This is an optimization exercise on Yosys and OpenROAD, whose aim is small area and a short achievable clock period, not a production implementation. Only simulation tests tie the RTL to the original design; equivalence was not proved. No activity file was given, so power comes from the tool's default toggle rates.

==> flow/design.v, too long to show whole: its modules and the start of the top module <==
// module fir_15: 2155 lines
module fir_15 #
  (
    parameter integer C_S00_AXIS_TDATA_WIDTH  = 32,
    parameter integer C_M00_AXIS_TDATA_WIDTH  = 32
  )
  (
  input wire  s00_axis_aclk, s00_axis_aresetn,
  input wire  s00_axis_tlast, s00_axis_tvalid,
  input wire [C_S00_AXIS_TDATA_WIDTH-1 : 0] s00_axis_tdata,
  input wire [(C_S00_AXIS_TDATA_WIDTH/8)-1: 0] s00_axis_tstrb,
  output logic  s00_axis_tready,
  input wire  m00_axis_tready,
  output logic  m00_axis_tvalid, m00_axis_tlast,
  output logic [C_M00_AXIS_TDATA_WIDTH-1 : 0] m00_axis_tdata,
  output logic [(C_M00_AXIS_TDATA_WIDTH/8)-1: 0] m00_axis_tstrb
  );
  // ...
==> flow/run.sh <==
#!/bin/bash
# synth_recipe.tcl (not shown) runs the flow's synth.tcl, then flattens the netlist and writes it again
# the make line also repeats each setting of config.mk as NAME=value (left out here)
make -C /OpenROAD-flow-scripts/flow DESIGN_CONFIG=/design/flow/config.mk WORK_HOME=/design/flow/orfs CLKGATE_MAP_FILE= SYNTH_SCRIPT=/design/flow/synth_recipe.tcl finish
==> flow/config.mk <==
export PLATFORM = sky130hd
export DESIGN_NAME = fir_15
export DESIGN_NICKNAME = fir_15
export VERILOG_FILES = /design/flow/design.v
export SDC_FILE = /design/flow/constraint.sdc
export NUM_CORES = 4
export LEC_CHECK = 0
export CAP_MARGIN = 20
export CORE_MARGIN = 2
export CORE_UTILIZATION = 60
export SETUP_SLACK_MARGIN = 4.0
export SLEW_MARGIN = 20
==> flow/constraint.sdc <==
create_clock -name core_clock -period 7.5 [get_ports {s00_axis_aclk}]
set_input_delay 1.5000 -clock core_clock [delete_from_list [all_inputs] [get_ports {s00_axis_aclk}]]
set_output_delay 1.5000 -clock core_clock [all_outputs]
set_load 0.01 [all_outputs]
==> impl_metrics.tcl, run 1 <==
set metrics [dict create \
    clock_latency_ns 0.62 \
    nFillCells 5162 \
    area.sequential_um2 13400 \
    seq-cell-share 0.304 \
    detail_route.vias_per_cell 5.18 \
    gp_congestion 0.799 \
    setup_violations 0 \
    post_drt_wl_per_cell_um 17.1 \
    met2_layer_usage_reported_by_global_route 0.462 \
    maximum_fanout_along_the_worst_path 3 \
    power.sequential.total_uw 4090 \
    combPwrFrac 0.211 \
    synth.most_common_cell "sky130_fd_sc_hd__dfxtp_1" \
    syn_nets 4430 \
    reg2regPathDepth 11 \
    synth-xor-area-share 0.0131 \
    grt_util_all_layers 0.249 \
    num_tap_cells 864 \
    status "complete, no violations" \
    worst_setup_hold_path_clk_slew_ns 0.06 \
    synthesized_instance_count 3676 \
    design_area_um2 44200 \
    min_to "y2[17]$_SDFFE_PN0P_" \
    cp_cell_sequence "a31oi_4 > a211oi_4 > buf_4 > buf_6 > a31o_1 > a31o_1 > ha_1 > xor2_1 > buf_2" \
    placedCellCount 4461 \
    netSwitchingPower_uw 2860 \
    cts_tree "yes" \
    cp-startpoint "oc[0]$_SDFFE_PN0P_" \
    cts_resized 178 \
    num-nets-final 4512 \
    prevailing_post_synth_register_cell "sky130_fd_sc_hd__dfxtp_1" \
    flow.area_growth_from_synthesis_pct 12.2 \
    synth_top_cells_by_count "sky130_fd_sc_hd__dfxtp_1 (667), sky130_fd_sc_hd__nor2_1 (650), sky130_fd_sc_hd__inv_1 (620)" \
    timing.critical_path.buf_inv 3 \
    max_freq_ghz 0.250 \
    whs_path_depth 2 \
    worst-slew-pin-transition_ns 1.04 \
    path_class "register to output pin" \
    die_x_um 260 \
    power_frac_seq 0.415 \
    grt.met3_usage 0.0325 \
    yosysTopAreaCellShare 0.339 \
]
==> inputs of run 2 (changes only) <==
--- a/flow/config.mk
+++ b/flow/config.mk
@@ -9,3 +9,3 @@
 export CORE_MARGIN = 2
-export CORE_UTILIZATION = 60
+export CORE_UTILIZATION = 40
 export SETUP_SLACK_MARGIN = 4.0
==> impl_metrics.tcl, run 2 <==
set metrics [dict create \
    clock-skew-final_ns 0.0337 \
    portBuffers 79 \
    place_hpwl_mm 51.3 \
    cts_tree "yes" \
    ys.warnings.count 1 \
    hold_slack_ns 0.475 \
    prevailing_post_synth_register_cell "sky130_fd_sc_hd__dfxtp_1" \
    synth-edff-count 0 \
    worst-slew-pin-transition_ns 1.04 \
    overall_via_count_from_detail_route 23600 \
    initial_utilization 0.402 \
    gp_congestion 0.738 \
    syn_nets 4430 \
    grt_antenna_before_repair 1 \
    status "complete, no violations" \
    htreeDepth 3 \
    die_h_um 318 \
    initialDrtViolationCount 1137 \
    post-route-period-util 0.531 \
    timing.critical_path.to_type "output pin" \
    worst_path_cell_with_the_longest_stage_delay "sky130_fd_sc_hd__dfxtp_4" \
    fp.coreArea_um2 98100 \
    worstSetupPathDepth 8 \
    clock_latency_ns 0.64 \
    grt_util_all_layers 0.157 \
    gr-total-overflow 0 \
    hold_path_class "register to register" \
    flow.area_growth_from_synthesis_pct 14.1 \
    drc_errors_left 0 \
    max-slew-margin-rel 0.305 \
    final_max_slew_viol_count 0 \
    max_freq_ghz 0.251 \
    vias_in_the_first_global_route 24600 \
    maxCapViolations 0 \
    ctsRootBufferMaster "sky130_fd_sc_hd__clkbuf_16" \
    cts_buffers 79 \
    detail_route.vias_per_cell 4.61 \
    worst_path_dominant_cell_family "compound AO/OA/AOI/OAI gates" \
    grt_setup_unrepaired "yes" \
    num-nets-final 4515 \
    pin_count 80 \
    path_class "register to output pin" \
    largest_register_ff_count 60 \
    cp_cell_sequence "a31o_4 > a21oi_4 > a21o_1 > nand3_4 > a211o_1 > ha_4 > xor2_1 > buf_2" \
    synth.largest_area_cell "sky130_fd_sc_hd__dfxtp_1" \
    async_flop_share 0 \
    timing.critical_path.slowest_cell_delay_ns 0.36 \
    core_rows 115 \
    ant_nets 0 \
    placedCellCount 4882 \
    fin_tns_setup_ns 0 \
    post_synth_num_cell_types 30 \
    post_route_cells_drive_above_1_share 0.0900 \
    synth.most_common_cell "sky130_fd_sc_hd__dfxtp_1" \
    worst_setup_hold_path_clk_slew_ns 0.06 \
    cts_num_sinks 667 \
    layout.cells.non_filler 5108 \
    drt-pass1-iter-count 6 \
    die_area_um2 101000 \
    ys_seq_area_frac 0.339 \
    grt_max_degree 189 \
    peakVddDrop_v 0.000176 \
    yosysTopAreaCellShare 0.339 \
    drt_wl_total_mm 75.6 \
    post_drt_wl_per_cell_um 14.8 \
    power_leakage_uw 0.0199 \
    power.density_cell_area_nw_per_um2 225 \
    synthesized_instance_count 3676 \
    synthTopCellsByArea "sky130_fd_sc_hd__dfxtp_1 (34%), sky130_fd_sc_hd__fa_1 (29%), sky130_fd_sc_hd__mux2i_1 (12%)" \
    critPathRequiredTime_ns 6.00 \
    finalPower_uw 10100 \
    postSynthRegisterBits 667 \
    antennaDiodeCount 0 \
    final_core_utilization 0.459 \
    final_cell_mix "sky130_fd_sc_hd__nor2_1 (650), sky130_fd_sc_hd__dfxtp_1 (629), sky130_fd_sc_hd__inv_1 (596)" \
    mostFrequentLayoutCell "sky130_fd_sc_hd__nor2_1" \
    post-route-min-period_ns 3.99 \
    synth_top_cells_by_count "sky130_fd_sc_hd__dfxtp_1 (667), sky130_fd_sc_hd__nor2_1 (650), sky130_fd_sc_hd__inv_1 (620)" \
    regMostFlops "s" \
    critical_path_start_type "register" \
    whs_path_depth 2 \
    maximum_fanout_along_the_worst_path 5 \
    synth_area_per_cell_um2 10.7 \
    hold_violations 0 \
    timing.critical_path.buf_inv 1 \
    clk_path_buf_depth 3 \
    reg2regPathDepth 10 \
    synth_area_um2 39400 \
    grt_pass1_wl_mm 130 \
    cts.hold.buffers_added 0 \
    setup_violations 0 \
    timing.critical_path.arrival_ns 2.49 \
    die_x_um 318 \
]
==> run 2: cell types whose count changed in the layout (fill, tap and decap cells not counted), sizes merged <==
cell	before	now
clkinvlp	21	24
clkbuf	106	117
clkinv	12	13
inv	609	601
clkdlybuf4s15	0	1
bufinv	5	7
buf	134	133
==> run 2: through the flow <==
step	instance area [um^2]	setup slack, ns
floorplan	39500	3.96
global placement	41300	3.02
global route	45000	3.39
finish	45000	3.51
CTS	44800	3.46
detailed placement	41300	3.01
==> run 2: worst paths after layout <==
kind / slack, ns / from / endpoint
setup reg to reg: 4.21 / xr[17]$_SDFFE_PN0P_ / y10[23]$_SDFFE_PN0P_
hold reg to reg: 0.47 / y2[30]$_SDFFE_PN0P_ / y2[30]$_SDFFE_PN0P_
setup / recovery: 3.51 / o[18]$_SDFFE_PN0P_ / m00_axis_tdata[29]
hold / removal: 0.47 / y2[30]$_SDFFE_PN0P_ / y2[30]$_SDFFE_PN0P_
==> run 2: final cells by class <==
cell class | count | area, um^2
Clock buffer | 117 | 2370
Clock inverter | 24 | 320
Fill cell | 9193 | 53100
Inverter | 621 | 2420
Multi-Input combinational cell | 2204 | 23100
Sequential cell | 667 | 13500
Tap cell | 1287 | 1610
Timing Repair Buffer | 188 | 1720
==> run 2: power by group <==
part | internal, uW | switching [uW]
registers | 3840 | 256
logic | 976 | 1060
clock network | 2430 | 1560
total | 7240 | 2870
==> run 2: logic make-up after synthesis <==
family | after synthesis | share of synthesized area
fa+ha+maj | 713 | 0.335
simple gates | 745 | 0.0743
compound gates | 214 | 0.0397
xor+xnor | 59 | 0.0131
mux | 473 | 0.120
flops | 667 | 0.339
buf+inv | 805 | 0.0794
==> run 2: per-layer routing <==
| metal | vias to the layer above | wire, um | track usage |
|---|---|---|---|
| met2 | 188 | 39600 | 0.281 |
| met4 | 0 | 2120 | 0.0478 |
| met3 | 116 | 1770 | 0.0220 |
| met5 | - | 0 | 0 |
| li1 | 11700 | - | - |
| met1 | 11600 | 32000 | 0.195 |
==> run 2: what timing repair did <==
action | 4_1_cts | 5_1_grt
resized for setup | 193 | 35
endpoints found under the hold margin | 0 | 0
endpoints found under the setup margin | 432 | 67
buffers inserted | 62 | 20
cloned | 3 | 0
pin swaps | 21 | 11
==> run 2: worst min-delay path, delay by kind of cell, from the launching register on <==
kind	cells	cell delay, ns
AOI/OAI and AO/OA	1	0.05
DFF	1	0.31
and+or+nand+nor	1	0.08

[port drivers added, routing unchanged]
The results above use ideal ports. As a check the final layouts listed here were re-extracted and re-timed, cells and wires unchanged. Step 1 assumes that a clkbuf_16 drives the clock port and a buf_2 every other input. Step 2 moves the port delays by t, midway between the first and last clock arrival at a register: inputs arrive t later, outputs are due t later. That takes back most of the time a late clock gives input paths. Slacks: ideal ports / drivers / drivers and shift; pairs: ideal ports / drivers.
run	t, ns	setup WS [ns]	hold WS [ns]	worst slew at a driven data input, ns
run 1	0.673	3.495 / 3.431 / 3.301	0.476 / 0.476 / 0.476	0.24
run 2	0.682	3.515 / 3.452 / 3.516	0.475 / 0.475 / 0.475	0.16
After both steps every run listed still meets setup and hold. For run 1, which loses most, drivers alone change the setup slack by -0.064 ns; drivers and shift together by -0.194 ns.
